Background: an optimization exercise with open tools, aiming at small area. Do not read the settings as production practice. Function was checked by simulation only, so behaviour that the tests miss may differ from the original. Power is estimated from default activity; no workload was simulated.

## flow/design.v (module list and top-level ports; edited modules follow where they fit)
// module Instruction_Fetch_Unit: 31 lines
// module IF_AO22: 3 lines
// module IF_And2: 3 lines
// module Instruction_Decoder: 68 lines
// module Register_File_Unit: 66 lines
// module RF_Dec5: 3 lines
// module RF_Dec5E: 3 lines
// module RF_En: 4 lines
// module RF_WMux: 3 lines
// module RF_Rd31: 12 lines
// module RF_Rd32: 17 lines
// module RF_Or11n: 7 lines
// module RF_Aoi222: 3 lines
// module RF_Nand2: 3 lines
// module RF_Nand3: 3 lines
// module RF_Nand4: 3 lines
// module RF_Or3: 3 lines
// module ALU_Unit: 40 lines
// module ALU_AO22: 3 lines
// module Mul32lo: 1005 lines
// module Rad4_Enc: 5 lines
// module Cell_FA: 3 lines
// module Cell_HAn: 4 lines
// module Cell_Xnor2: 3 lines
// module Cell_Aoi222: 3 lines
// module Add32: 187 lines
// module Add32c: 205 lines
// module ALU_Add32c: 207 lines
// module Add_HA: 3 lines
// module Add_AO21: 3 lines
// module Add_And2: 3 lines
// module Add_Xor2: 3 lines
// module FPU: 39 lines
// module FP_Gt31: 4 lines
// module FP_Sub8: 3 lines
// module FP_Mux2: 3 lines
// module FP_And2: 3 lines
// module FP_Shr24: 23 lines
// module FP_AddSub25: 5 lines
// module FP_Add24c: 152 lines
// module Branch_Control: 25 lines
// module Processor_Top: 77 lines
// module WB_Aoi222: 3 lines
// module WB_Nand2: 3 lines
module Processor_Top(
    input clock,
    input reset_n,
    output [31:0] instr_addr,
    input [31:0] instr_data,
    output dmem_we,
    output [31:0] dmem_wdata,
    input [31:0] dmem_rdata,
    output [31:0] alu_output,
    output [31:0] current_instruction,
    output [31:0] next_pc_value,
    output branch_active
);
  // ...
==> flow/flow/run.sh <==
#!/bin/bash
# Own layout flow: the standard flow (standard.sh, with its standard
# synthesis unchanged) with two layout settings changed:
#  - output ports are buffered with sky130_fd_sc_hd__buf_1 cells (they drive
#    only the port load); input ports get sky130_fd_sc_hd__buf_2 cells,
#    inserted right after global placement by flow/post_gp.tcl. Every port
#    still gets a buffer.
#  - the clock tree is built from clkbuf_8 cells in clusters of at most 16
#    sinks within 60 um, without dummy loads.
# Each tool's full log is in orfs/logs/ as the standard flow writes it; make's
# own output goes to flow_make.log in this folder.
set -euo pipefail
export BUFFER_PORTS_ARGS="-outputs -buffer_cell sky130_fd_sc_hd__buf_1"
export POST_GLOBAL_PLACE_TCL="$(pwd)/flow/post_gp.tcl"
export CTS_ARGS="-sink_clustering_enable -repair_clock_nets -dont_use_dummy_load -sink_clustering_size 16 -sink_clustering_max_diameter 60 -buf_list sky130_fd_sc_hd__clkbuf_8"
bash standard.sh > flow_make.log 2>&1
==> flow/flow/post_gp.tcl <==
# Sourced by the standard flow after global placement (POST_GLOBAL_PLACE_TCL):
# the outputs got their port buffers before global placement; here every
# input port gets its buffer, a sky130_fd_sc_hd__buf_2 (the resizer's repair
# that follows sizes up or adds buffers where a port's fanout needs more).
buffer_ports -inputs -buffer_cell sky130_fd_sc_hd__buf_2
==> flow/standard.sh <==
#!/bin/bash
# synth_recipe.tcl (not shown) runs the flow's synth.tcl, then flattens the netlist and writes it again
# the make line also repeats each setting of config.mk as NAME=value (left out here)
make -C /OpenROAD-flow-scripts/flow DESIGN_CONFIG=/design/flow/config.mk WORK_HOME=/design/flow/orfs CLKGATE_MAP_FILE= SYNTH_SCRIPT=/design/flow/synth_recipe.tcl "${@:-finish}"
==> flow/config.mk <==
export PLATFORM = sky130hd
export DESIGN_NAME = Processor_Top
export DESIGN_NICKNAME = Processor_Top
export VERILOG_FILES = /design/flow/design.v
export SDC_FILE = /design/flow/constraint.sdc
export NUM_CORES = 8
export LEC_CHECK = 0
export CAP_MARGIN = 20
export CORE_MARGIN = 2
export CORE_UTILIZATION = 40
export CTS_BUF_LIST = sky130_fd_sc_hd__clkbuf_8
export CTS_CLUSTER_DIAMETER = 60
export CTS_CLUSTER_SIZE = 16
export SLEW_MARGIN = 20
export SYNTH_HIERARCHICAL = 1
==> flow/constraint.sdc <==
create_clock -name core_clock -period 25.0 [get_ports {clock}]
set_input_delay 5.0000 -clock core_clock [delete_from_list [all_inputs] [get_ports {clock}]]
set_output_delay 5.0000 -clock core_clock [all_outputs]
set_load 0.01 [all_outputs]
==> out/summary.json, run 1 <==
{
  "status": "no timing/DRC/antenna violations",
  "highest-signal-layer": "met5",
  "hold_violations": 0,
  "place_ws_ns": 3.41,
  "met2_usage": 0.540,
  "post-cts-setup-buffer-count": 0,
  "postPlaceCellArea_um2": 108000,
  "critical_path_depth": 34,
  "design.die.area_um2": 252000,
  "post_cts_hold_buffer_count": 0,
  "worstPathMaxFanout": 46,
  "fp.dieH_um": 502,
  "wl_per_cell_um": 41.0,
  "share_clk_of_total_power": 0.185,
  "hpwl_um": 317000,
  "max-vdd-ir-drop_v": 0.0000614,
  "relSlewSlack": 0.176,
  "power.switching_fraction": 0.405,
  "clockNetworkAreaShare": 0.0200,
  "grt_antenna_before_repair": 38,
  "cp-endpoint": "alu_output[9]",
  "chipWidth_um": 502,
  "finalNonFillerCells": 12800,
  "fmax_mhz": 45.1,
  "pwr.group.combinational_mw": 3.33,
  "power_clock_mw": 1.70,
  "critical-path-slowest-cell": "xor2_1",
  "leakagePower_nw": 42.6,
  "multiInputCombCellCount": 6553,
  "grt_pass1_vias": 97100,
  "crit_path_start": "reset_n",
  "antenna_violating_nets_post_route": 0
}
==> inputs of run 2 (changes only) <==
==> flow/run.sh (new file) <==
#!/bin/bash
# synth_recipe.tcl (not shown) runs the flow's synth.tcl, then flattens the netlist and writes it again
# the make line also repeats each setting of config.mk as NAME=value (left out here)
make -C /OpenROAD-flow-scripts/flow DESIGN_CONFIG=/design/flow/config.mk WORK_HOME=/design/flow/orfs CLKGATE_MAP_FILE= SYNTH_SCRIPT=/design/flow/synth_recipe.tcl finish
removed: flow/flow/run.sh
removed: flow/flow/post_gp.tcl
removed: flow/standard.sh
==> run 2 against run 1 <==
Compared with the run above:
- worst setup slack lost 0.99 ns
- clock skew decreased by 0.045 ns
- design area is 1.9% higher
- critical endpoint is now alu_output[1]
- highest routed layer unchanged
==> out/summary.json, run 2 <==
{
  "power_density_nw_per_um2": 84.2,
  "worstPathBufferInverterCount": 5,
  "tritoncts": "done",
  "fp.dieH": {"value": 502, "unit": "um", "change": "unchanged"},
  "hold_violations": {"value": 0, "change": "unchanged"},
  "route.detailed.vias_per_inst": 8.04,
  "tightestPinTransition_ns": 1.20,
  "power.switching_fraction": {"value": 0.403, "change": "-0.00199"},
  "portBuffers": 223,
  "fmax": {"value": 43.1, "unit": "MHz", "change": "-4.3%"},
  "endpoint_of_the_most_critical_register_to_register_path": "RF.ir[18][21]",
  "ctsRootBufferMaster": "clkbuf_8",
  "start_util": 0.403,
  "drtPass1Iterations": 15,
  "critical_r2r_launch": "RF.fr[12][27]",
  "worstPathArrival_ns": 18.19,
  "layout.filler_cells": 22900,
  "yosys_warn_count": 15,
  "wl_per_cell": {"value": 40.8, "unit": "um", "change": "-0.63%"},
  "antenna_violating_nets_post_route": {"value": 0, "change": "unchanged"},
  "wl_um": 525000,
  "unrepaired_setup_endpoints_after_global_routing": "no",
  "grt_antenna_before_repair": {"value": 45, "change": "+18%"},
  "reg2reg_setup_slack_ns": 10.98,
  "count_of_h_tree_levels_built_during_cts": 4,
  "post_cts_hold_buffer_count": {"value": 0, "change": "unchanged"},
  "cp.required_ns": 20.00,
  "highest-signal-layer": "met5",
  "wire_length_of_the_first_global_routing_pass_um": 734000,
  "ios": 228,
  "leakagePower": {"value": 43.4, "unit": "nW", "change": "+1.9%"},
  "layout_common_cells": "2270 x a22o_1, 2016 x dfxtp_1, 1631 x a222oi_1",
  "layout_setup_ws_ns": 1.81,
  "globalRoute.totalOverflow": 0,
  "detailroute.wirelength.met3_um": 82300,
  "reg.largest.list": "RF.fr: 1024 flops, RF.ir: 992 flops, IFU.pc_q: 30 flops",
  "cpLargestDelayFamily": "simple AND/OR/NAND/NOR gates",
  "layout_min_cycle_time_ns": 23.19,
  "num-nets-final": 9952,
  "critPathMaxStageDelay_ns": 0.76,
  "detailedRoute.firstIterationViolations": 26500,
  "final.period_utilization": 0.928,
  "hp-start": "RF.fr[25][20]",
  "worst_path_most_repeated_cell": "a21o_1",
  "status": "no timing/DRC/antenna violations",
  "hpwl": {"value": 317000, "unit": "um", "change": "about the same"},
  "max-vdd-ir-drop": {"value": 0.0000661, "unit": "V", "change": "+7.7%"},
  "globalRouteTotalUtil": 0.394,
  "total_of_max_cap_violations": 0,
  "whs_ns": 0.505,
  "critical-path-slowest-cell": "a22o_1",
  "ff2ff_path_depth": 39,
  "share_clk_of_total_power": {"value": 0.202, "change": "+0.017"},
  "flip_flop_count_of_the_largest_register_after_layout": 1024,
  "final_layout_size_suffix_gt1_frac": 0.0867,
  "cts.path.max_buffers": 3,
  "layout.core_utilization": 0.455,
  "combined_area_of_all_synthesized_cells_um2": 99400,
  "hp-class": "reg2reg",
  "clk_latency_ns": 1.03,
  "timing.final.setup_violations": 0,
  "met2_wire_length_um": 209000,
  "finClkSkew_ns": 0.0762,
  "grt_pass1_vias": {"value": 97200, "change": "+0.093%"},
  "areaGrowthSynthToFinish_pct": 12.8,
  "report.final.slew_viol_count": 0,
  "worstSetupStartpointType": "input port",
  "remaining_design_rule_violation_count": 0,
  "worst_setup_hold_path_clk_slew_ns": 0.10,
  "setup.worst_path.end_class": "output pin",
  "grt_max_degree": 82,
  "route.vias.total": 103000,
  "worstSetupPathType": "in2out",
  "design_power_total_mw": 9.44,
  "worstHoldEndpoint": "RF.fr[25][20]",
  "internal-power_mw": 5.64,
  "gpl.final_weighted_congestion": 0.970,
  "setup-tns-final_ns": 0,
  "portion_of_total_power_attributed_to_combinational_logic": 0.360,
  "syn_avg_cell_area_um2": 11.3,
  "final_common_cell": "a22o_1",
  "chipWidth": {"value": 502, "unit": "um", "change": "unchanged"},
  "largest_register": "RF.fr",
  "place_ws": {"value": 2.39, "unit": "ns", "change": "-1.02 ns"},
  "synthesis.instances": 8791,
  "worstPathMaxFanout": {"value": 33, "change": "-28%"},
  "power_frac_seq": 0.438,
  "cts-buffers-inserted": 159,
  "core-area_um2": 246000,
  "worst_hold_path.num_cells": 1,
  "relSlewSlack": {"value": 0.198, "change": "+0.0222"},
  "sw_power_mw": 3.80,
  "post-cts-setup-buffer-count": {"value": 0, "change": "unchanged"},
  "design.die.area": {"value": 252000, "unit": "um2", "change": "unchanged"},
  "post_cts_resize_count": 0,
  "wirelength_met1_um": 185000,
  "total_number_of_clock_tree_sinks": 2046,
  "placement_rows": 182
}
-- run 2: power by group through the flow --
| stage | sequential (mW) | clock, mW | combinational [mW] |
|---|---|---|---|
| 2_1_floorplan | 4.09 | 0 | 1.99 |
| 3_3_place_gp | 4.15 | 0 | 3.19 |
| 3_5_place_dp | 4.18 | 0 | 3.23 |
| 4_1_cts | 4.11 | 1.89 | 3.25 |
| 5_1_grt | 4.19 | 2.02 | 3.54 |
| 6_report | 4.14 | 1.90 | 3.40 |
-- run 2: metal layers --
layer	global-route usage	vias to the layer above
li1	-	40700
met1	0.501	50500
met2	0.551	9965
met3	0.129	2249
met4	0.295	12
met5	0.000761	-
-- run 2: worst max-delay path by stage --
stage / from / to / cells after the start
finish: instr_data[18] / alu_output[1] / 36
global route: instr_data[18] / alu_output[3] / 35
CTS: instr_data[19] / alu_output[1] / 36
detailed placement: instr_data[19] / alu_output[1] / 36
global placement: instr_data[18] / alu_output[1] / 36
floorplan: instr_data[30] / alu_output[1] / 36
-- run 2: worst register-to-register path: cells and delay by family (launching register included) --
| kind | cells | cell delay [ns] |
|---|---|---|
| AND/OR/NAND/NOR | 11 | 4.81 |
| AO/OA/AOI/OAI | 18 | 5.68 |
| adder cells (fa/ha/maj) | 4 | 1.28 |
| XOR/XNOR | 1 | 0.14 |
| flip-flops | 1 | 0.34 |
| buffers and inverters | 5 | 1.69 |
-- run 2: per-stage QoR --
stage / area (um2) / instances
CTS: 112000 / 12800
finish: 112000 / 12900
detailed placement: 109000 / 12600
floorplan: 99700 / 8890
global route: 112000 / 12800
global placement: 109000 / 12600
-- run 2: area by class of cell --
cell class | count | area, um2 | share of cell area
well taps | 3312 | 4140 | 0.0370
clock buffers | 168 | 2310 | 0.0206
flip-flops and latches | 2046 | 41100 | 0.367
inverters | 124 | 473 | 0.00422
diodes | 36 | 90.1 | 0.000804
multi-input cells | 6553 | 58400 | 0.522
clock inverters | 60 | 634 | 0.00566
repair buffers | 569 | 4860 | 0.0434
==> module Register_File_Unit, before the edit <==
module Register_File_Unit(
    input clock,
    input reset_n,
    input [4:0] rs, rt, rd,
    input int_we,
    input fp_we,
    input [31:0] wdata,
    output [31:0] rs_val,
    output [31:0] rt_val,
    output [31:0] fs_val,
    output [31:0] ft_val
);
    wire rst = ~reset_n;
    wire [31:0] sel_s, sel_t, sel_d;
    RF_Dec5E dec_s (.a(rs), .en(reset_n), .y(sel_s));
    RF_Dec5E dec_t (.a(rt), .en(reset_n), .y(sel_t));
    RF_Dec5 dec_d (.a(rd), .y(sel_d));
    wire [31:0] rs_raw, rt_raw;
    wire s28 = rst & (rs == 5'd28), s29 = rst & (rs == 5'd29);
    wire t28 = rst & (rt == 5'd28), t29 = rst & (rt == 5'd29);
    assign rs_val = rs_raw | {s29, 2'd0, s28, 12'd0, s28, 15'd0};
    assign rt_val = rt_raw | {t29, 2'd0, t28, 12'd0, t28, 15'd0};
    wire [31:0] wd = wdata;                 
    wire [31:0] wd28 = wd | {3'd0, rst, 12'd0, rst, 15'd0};    
    wire [31:0] wd29 = wd | {rst, 31'd0};                     
    reg [31:0] ir [1:31];
    reg [31:0] fr [0:31];
    wire [1023:0] ir_flat, fr_flat;
    assign ir_flat[31:0] = 32'd0;
    genvar g, b;
    generate
        for (g = 1; g < 32; g = g + 1) begin : gi
            wire en, enn;
            wire [31:0] nxt;
            RF_En we_i (.rst(rst), .we(int_we), .sel(sel_d[g]), .en(en), .enn(enn));
            for (b = 0; b < 32; b = b + 1) begin : gb
                RF_WMux m (.q(ir[g][b]),
                           .d((g == 29) ? wd29[b] : (g == 28) ? wd28[b] : wd[b]),
                           .en(en), .enn(enn), .y(nxt[b]));
            end
            always @(posedge clock) ir[g] <= nxt;
            assign ir_flat[32*g +: 32] = ir[g];
        end
        for (g = 0; g < 32; g = g + 1) begin : gf
            wire en, enn;
            wire [31:0] nxt;
            RF_En we_f (.rst(rst), .we(fp_we), .sel(sel_d[g]), .en(en), .enn(enn));
            for (b = 0; b < 32; b = b + 1) begin : gb
                RF_WMux m (.q(fr[g][b]), .d(wd[b]), .en(en), .enn(enn), .y(nxt[b]));
            end
            always @(posedge clock) fr[g] <= nxt;
            assign fr_flat[32*g +: 32] = fr[g];
        end
        for (b = 0; b < 32; b = b + 1) begin : rdb
            wire [31:0] ci, cf;
            for (g = 0; g < 32; g = g + 1) begin : col
                assign ci[g] = ir_flat[32*g + b];
                assign cf[g] = fr_flat[32*g + b];
            end
            RF_Rd31 rp_s (.sel(sel_s), .d(ci), .y(rs_raw[b]));
            RF_Rd31 rp_t (.sel(sel_t), .d(ci), .y(rt_raw[b]));
            RF_Rd32 rp_fs (.sel(sel_s), .d(cf), .y(fs_val[b]));
            RF_Rd32 rp_ft (.sel(sel_t), .d(cf), .y(ft_val[b]));
        end
    endgenerate
endmodule
==> module RF_En, before the edit <==
module RF_En(input rst, input we, input sel, output en, output enn);
    assign en = rst | (we & sel);
    assign enn = ~en;
endmodule
==> inputs of run 3 (changes only) <==
--- a/flow/design.v
+++ b/flow/design.v
@@ -115,19 +115,11 @@
     output [31:0] fs_val,
     output [31:0] ft_val
 );
-    wire rst = ~reset_n;
     wire [31:0] sel_s, sel_t, sel_d;
-    RF_Dec5E dec_s (.a(rs), .en(reset_n), .y(sel_s));
-    RF_Dec5E dec_t (.a(rt), .en(reset_n), .y(sel_t));
+    RF_Dec5 dec_s (.a(rs), .y(sel_s));
+    RF_Dec5 dec_t (.a(rt), .y(sel_t));
     RF_Dec5 dec_d (.a(rd), .y(sel_d));
-    wire [31:0] rs_raw, rt_raw;
-    wire s28 = rst & (rs == 5'd28), s29 = rst & (rs == 5'd29);
-    wire t28 = rst & (rt == 5'd28), t29 = rst & (rt == 5'd29);
-    assign rs_val = rs_raw | {s29, 2'd0, s28, 12'd0, s28, 15'd0};
-    assign rt_val = rt_raw | {t29, 2'd0, t28, 12'd0, t28, 15'd0};
-    wire [31:0] wd = wdata;                 
-    wire [31:0] wd28 = wd | {3'd0, rst, 12'd0, rst, 15'd0};    
-    wire [31:0] wd29 = wd | {rst, 31'd0};                     
+    wire [31:0] wd = wdata;
     reg [31:0] ir [1:31];
     reg [31:0] fr [0:31];
     wire [1023:0] ir_flat, fr_flat;
@@ -137,23 +129,25 @@
         for (g = 1; g < 32; g = g + 1) begin : gi
             wire en, enn;
             wire [31:0] nxt;
-            RF_En we_i (.rst(rst), .we(int_we), .sel(sel_d[g]), .en(en), .enn(enn));
+            RF_En we_i (.we(int_we), .sel(sel_d[g]), .en(en), .enn(enn));
             for (b = 0; b < 32; b = b + 1) begin : gb
-                RF_WMux m (.q(ir[g][b]),
-                           .d((g == 29) ? wd29[b] : (g == 28) ? wd28[b] : wd[b]),
-                           .en(en), .enn(enn), .y(nxt[b]));
+                RF_WMux m (.q(ir[g][b]), .d(wd[b]), .en(en), .enn(enn), .y(nxt[b]));
             end
-            always @(posedge clock) ir[g] <= nxt;
+            always @(posedge clock or negedge reset_n)
+                if (!reset_n) ir[g] <= (g == 29) ? 32'h80000000 : (g == 28) ? 32'h10008000 : 32'd0;
+                else ir[g] <= nxt;
             assign ir_flat[32*g +: 32] = ir[g];
         end
         for (g = 0; g < 32; g = g + 1) begin : gf
             wire en, enn;
             wire [31:0] nxt;
-            RF_En we_f (.rst(rst), .we(fp_we), .sel(sel_d[g]), .en(en), .enn(enn));
+            RF_En we_f (.we(fp_we), .sel(sel_d[g]), .en(en), .enn(enn));
             for (b = 0; b < 32; b = b + 1) begin : gb
                 RF_WMux m (.q(fr[g][b]), .d(wd[b]), .en(en), .enn(enn), .y(nxt[b]));
             end
-            always @(posedge clock) fr[g] <= nxt;
+            always @(posedge clock or negedge reset_n)
+                if (!reset_n) fr[g] <= 32'd0;
+                else fr[g] <= nxt;
             assign fr_flat[32*g +: 32] = fr[g];
         end
         for (b = 0; b < 32; b = b + 1) begin : rdb
@@ -162,8 +156,8 @@
                 assign ci[g] = ir_flat[32*g + b];
                 assign cf[g] = fr_flat[32*g + b];
             end
-            RF_Rd31 rp_s (.sel(sel_s), .d(ci), .y(rs_raw[b]));
-            RF_Rd31 rp_t (.sel(sel_t), .d(ci), .y(rt_raw[b]));
+            RF_Rd31 rp_s (.sel(sel_s), .d(ci), .y(rs_val[b]));
+            RF_Rd31 rp_t (.sel(sel_t), .d(ci), .y(rt_val[b]));
             RF_Rd32 rp_fs (.sel(sel_s), .d(cf), .y(fs_val[b]));
             RF_Rd32 rp_ft (.sel(sel_t), .d(cf), .y(ft_val[b]));
         end
@@ -172,11 +166,8 @@
 module RF_Dec5(input [4:0] a, output [31:0] y);
     assign y = 32'd1 << a;
 endmodule
-module RF_Dec5E(input [4:0] a, input en, output [31:0] y);
-    assign y = {31'd0, en} << a;
-endmodule
-module RF_En(input rst, input we, input sel, output en, output enn);
-    assign en = rst | (we & sel);
+module RF_En(input we, input sel, output en, output enn);
+    assign en = we & sel;
     assign enn = ~en;
 endmodule
 module RF_WMux(input q, input d, input en, input enn, output y);
==> run 3 against run 2 <==
Compared with the run above:
- still clean
- register-to-register slack gained 0.08 ns
- sequential cell count unchanged
- critical path depth fell by 3
- sequential share of layout area grew 5.2 points
- highest routed layer unchanged
==> out/summary.json, run 3 <==
{
  "total_of_max_cap_violations": {"value": 0, "change": "unchanged"},
  "ff2ff_path_depth": {"value": 40, "change": "+2.6%"},
  "post_cts_resize_count": {"value": 0, "change": "unchanged"},
  "total_number_of_clock_tree_sinks": {"value": 2046, "change": "unchanged"},
  "final_layout_size_suffix_gt1_frac": {"value": 0.0891, "change": "+0.00248"},
  "portBuffers": {"value": 223, "change": "unchanged"},
  "num-nets-final": {"value": 9963, "change": "+0.11%"},
  "timing.final.setup_violations": {"value": 0, "change": "unchanged"},
  "cts.path.max_buffers": {"value": 3, "change": "unchanged"},
  "unrepaired_setup_endpoints_after_global_routing": "no",
  "count_of_h_tree_levels_built_during_cts": {"value": 4, "change": "unchanged"},
  "wire_length_of_the_first_global_routing_pass": {"value": 807000, "unit": "um", "change": "+10%"},
  "critical-path-slowest-cell": "nor2_4",
  "worst_path_most_repeated_cell": "a21o_1",
  "hold_violations": {"value": 0, "change": "unchanged"},
  "critical_r2r_launch": "RF.fr[21][16]",
  "detailedRoute.firstIterationViolations": {"value": 28400, "change": "+7.2%"},
  "worstPathBufferInverterCount": {"value": 4, "change": "-1"},
  "grt_max_degree": {"value": 181, "change": "+120%"},
  "relSlewSlack": {"value": 0.174, "change": "-0.0242"},
  "globalRoute.totalOverflow": {"value": 0, "change": "unchanged"},
  "syn_avg_cell_area": {"value": 12.5, "unit": "um2", "change": "+10%"},
  "areaGrowthSynthToFinish_pct": 12.5,
  "report.final.slew_viol_count": {"value": 0, "change": "unchanged"},
  "setup-tns-final": {"value": 0, "unit": "ns", "change": "unchanged"},
  "route.detailed.vias_per_inst": {"value": 8.18, "change": "+1.8%"},
  "wl_per_cell": {"value": 44.1, "unit": "um", "change": "+8.1%"},
  "endpoint_of_the_most_critical_register_to_register_path": "RF.ir[2][9]",
  "chipWidth": {"value": 525, "unit": "um", "change": "+4.6%"},
  "layout.filler_cells": {"value": 24700, "change": "+7.8%"},
  "power.switching_fraction": {"value": 0.347, "change": "-0.0554"},
  "worstPathArrival": {"value": 18.21, "unit": "ns", "change": "+0.02 ns"},
  "layout_setup_ws": {"value": 1.79, "unit": "ns", "change": "-0.0265 ns"},
  "internal-power": {"value": 4.82, "unit": "mW", "change": "-15%"},
  "yosys_warn_count": {"value": 15, "change": "unchanged"},
  "reg.largest.list": "RF.fr: 1024 flops, RF.ir: 992 flops, IFU.pc_q: 30 flops",
  "fp.dieH": {"value": 525, "unit": "um", "change": "+4.6%"},
  "worstSetupPathType": "in2out",
  "drtPass1Iterations": {"value": 23, "change": "+8"},
  "tritoncts": "done",
  "wl": {"value": 582000, "unit": "um", "change": "+11%"},
  "post_cts_hold_buffer_count": {"value": 0, "change": "unchanged"},
  "design.die.area": {"value": 276000, "unit": "um2", "change": "+9.3%"},
  "critical_path_depth": {"value": 33, "change": "-8.3%"},
  "share_clk_of_total_power": {"value": 0.286, "change": "+0.084"},
  "final.period_utilization": {"value": 0.929, "change": "+0.00106"},
  "max-vdd-ir-drop": {"value": 0.0000685, "unit": "V", "change": "+3.6%"},
  "setup.worst_path.end_class": "output pin",
  "fmax": {"value": 43.1, "unit": "MHz", "change": "-0.11%"},
  "sw_power": {"value": 2.56, "unit": "mW", "change": "-33%"},
  "globalRouteTotalUtil": {"value": 0.403, "change": "+0.00942"},
  "status": "no timing/DRC/antenna violations",
  "power_frac_seq": {"value": 0.493, "change": "+0.055"},
  "placement_rows": {"value": 191, "change": "+4.9%"},
  "portion_of_total_power_attributed_to_combinational_logic": {"value": 0.221, "change": "-0.139"},
  "final_common_cell": "a22o_1",
  "cpLargestDelayFamily": "simple AND/OR/NAND/NOR gates",
  "start_util": {"value": 0.402, "change": "-0.00150"},
  "worst_setup_hold_path_clk_slew": {"value": 0.10, "unit": "ns", "change": "about the same"},
  "finalNonFillerCells": {"value": 13200, "change": "+2.6%"},
  "worstSetupStartpointType": "input port",
  "crit_path_start": "instr_data[19]",
  "largest_register": "RF.fr",
  "grt_pass1_vias": {"value": 104000, "change": "+6.6%"},
  "core-area": {"value": 271000, "unit": "um2", "change": "+9.8%"},
  "cts-buffers-inserted": {"value": 167, "change": "+5.0%"},
  "cp.required": {"value": 20.00, "unit": "ns", "change": "about the same"},
  "layout_min_cycle_time": {"value": 23.21, "unit": "ns", "change": "+0.0265 ns"},
  "leakagePower": {"value": 53.4, "unit": "nW", "change": "+23%"},
  "hpwl": {"value": 347000, "unit": "um", "change": "+9.6%"},
  "worstPathMaxFanout": {"value": 27, "change": "-18%"},
  "flip_flop_count_of_the_largest_register_after_layout": {"value": 1024, "change": "unchanged"},
  "synthesis.instances": {"value": 8717, "change": "-0.84%"},
  "postPlaceCellArea": {"value": 119000, "unit": "um2", "change": "+8.8%"},
  "tightestPinTransition": {"value": 1.24, "unit": "ns", "change": "+0.0390 ns"},
  "gpl.final_weighted_congestion": {"value": 0.984, "change": "+1.4%"},
  "route.vias.total": {"value": 108000, "change": "+4.4%"},
  "antenna_violating_nets_post_route": {"value": 0, "change": "unchanged"},
  "layout_common_cells": "2270 x a22o_1, 2043 x dfrtp_1, 1631 x a222oi_1",
  "ios": {"value": 228, "change": "unchanged"},
  "clk_latency": {"value": 1.17, "unit": "ns", "change": "+0.14 ns"},
  "hp-class": "reg2reg",
  "post-cts-setup-buffer-count": {"value": 0, "change": "unchanged"},
  "placed_instances": {"value": 12900, "change": "+2.0%"},
  "place_ws": {"value": 2.20, "unit": "ns", "change": "-0.186 ns"},
  "grt_antenna_before_repair": {"value": 60, "change": "+33%"},
  "remaining_design_rule_violation_count": {"value": 0, "change": "unchanged"},
  "critPathMaxStageDelay": {"value": 0.95, "unit": "ns", "change": "+0.19 ns"},
  "finClkSkew": {"value": 0.138, "unit": "ns", "change": "+0.0618 ns"},
  "reg2reg_setup_slack": {"value": 11.06, "unit": "ns", "change": "+0.08 ns"},
  "combined_area_of_all_synthesized_cells": {"value": 109000, "unit": "um2", "change": "+9.4%"},
  "ctsRootBufferMaster": "clkbuf_8",
  "post-route-cell-area": {"value": 122000, "unit": "um2", "change": "+9.1%"},
  "cp-endpoint": "alu_output[29]",
  "power_density": {"value": 60.3, "unit": "nW/um2", "change": "-28%"}
}
run 3: per-layer routing:
layer  global-route usage  wire length (um)  up-vias
met5               0.0107               361        -
met4                0.333             58600       26
met3                0.175             94600     2635
met2                0.542            229000    10700
met1                0.495            199000    54000
li1                     -                 -    40600
run 3: per-stage QoR:
step	utilization	total power, mW	hold WS (ns)
after floorplan	-	4.53	0.483
after global placement	0.438	5.21	0.498
after detailed placement	0.438	5.24	0.501
after CTS	0.451	7.28	0.529
after global routing	0.452	7.58	0.540
final	0.452	7.38	0.530
run 3: how the worst min path moves through the flow:
| stage | slack (ns) | endpoint | startpoint | cells past startpoint |
|---|---|---|---|---|
| floorplan | 0.48 | RF.fr[0][0] | RF.fr[0][0] | 1 |
| global placement | 0.50 | RF.fr[15][16] | RF.fr[15][16] | 1 |
| detailed placement | 0.50 | RF.ir[25][21] | RF.ir[25][21] | 1 |
| CTS | 0.53 | RF.ir[31][13] | RF.ir[31][13] | 1 |
| global route | 0.54 | RF.ir[29][2] | RF.ir[29][2] | 1 |
| finish | 0.53 | RF.ir[26][7] | RF.ir[26][7] | 1 |
run 3: final cells by class:
class,count,area [um2],area share
multi-input combinational,6538,57400,0.470
tap,3570,4470,0.0365
clock inverter,86,1010,0.00823
timing repair buffer,588,5100,0.0417
antenna,70,175,0.00143
sequential,2046,51200,0.419
inverter,123,462,0.00378
clock buffer,177,2440,0.0199
run 3: power by group through the flow:
| stage | registers (mW) | clock network (mW) | logic, mW |
|---|---|---|---|
| after CTS | 3.63 | 2.09 | 1.56 |
| after detailed placement | 3.69 | 0 | 1.55 |
| after floorplan | 3.66 | 0 | 0.876 |
| after global placement | 3.68 | 0 | 1.52 |
| after global routing | 3.66 | 2.23 | 1.69 |
| final | 3.64 | 2.11 | 1.63 |

## separate check: timing with driven ports
No port has a modelled driver above. Below, the same layouts with a new extraction and two added sets of constraints.
Step 1 (the two cells are an assumption about what drives the block):
set clk [get_ports {clock}]
set_driving_cell -lib_cell sky130_fd_sc_hd__clkbuf_16 $clk
set_driving_cell -lib_cell sky130_fd_sc_hd__buf_2 [delete_from_list [all_inputs] $clk]
Step 2, shift: input delay + t, output delay - t, t = (earliest + latest rising clock arrival at the registers) / 2. This alone moves slack from input paths to output paths.
a / b / c = no drivers / after step 1 / after step 2; a / b = the first two.
run | t, ns | setup WS [ns] | worst setup path at the end | latest minus earliest clock arrival (ns) | pins driven straight from the clock port
run 1 | 1.046 | 2.806 / 2.772 / 2.772 | input to output | 0.122 / 0.121 | 1
run 2 | 1.090 | 1.812 / 1.788 / 1.788 | input to output | 0.077 / 0.076 | 1
run 3 | 1.193 | 1.786 / 1.762 / 1.762 | input to output | 0.138 / 0.138 | 1
After both steps setup and hold are still met in every run listed. For run 1, which loses most, drivers alone change the setup slack by -0.034 ns; drivers and shift together by -0.034 ns.
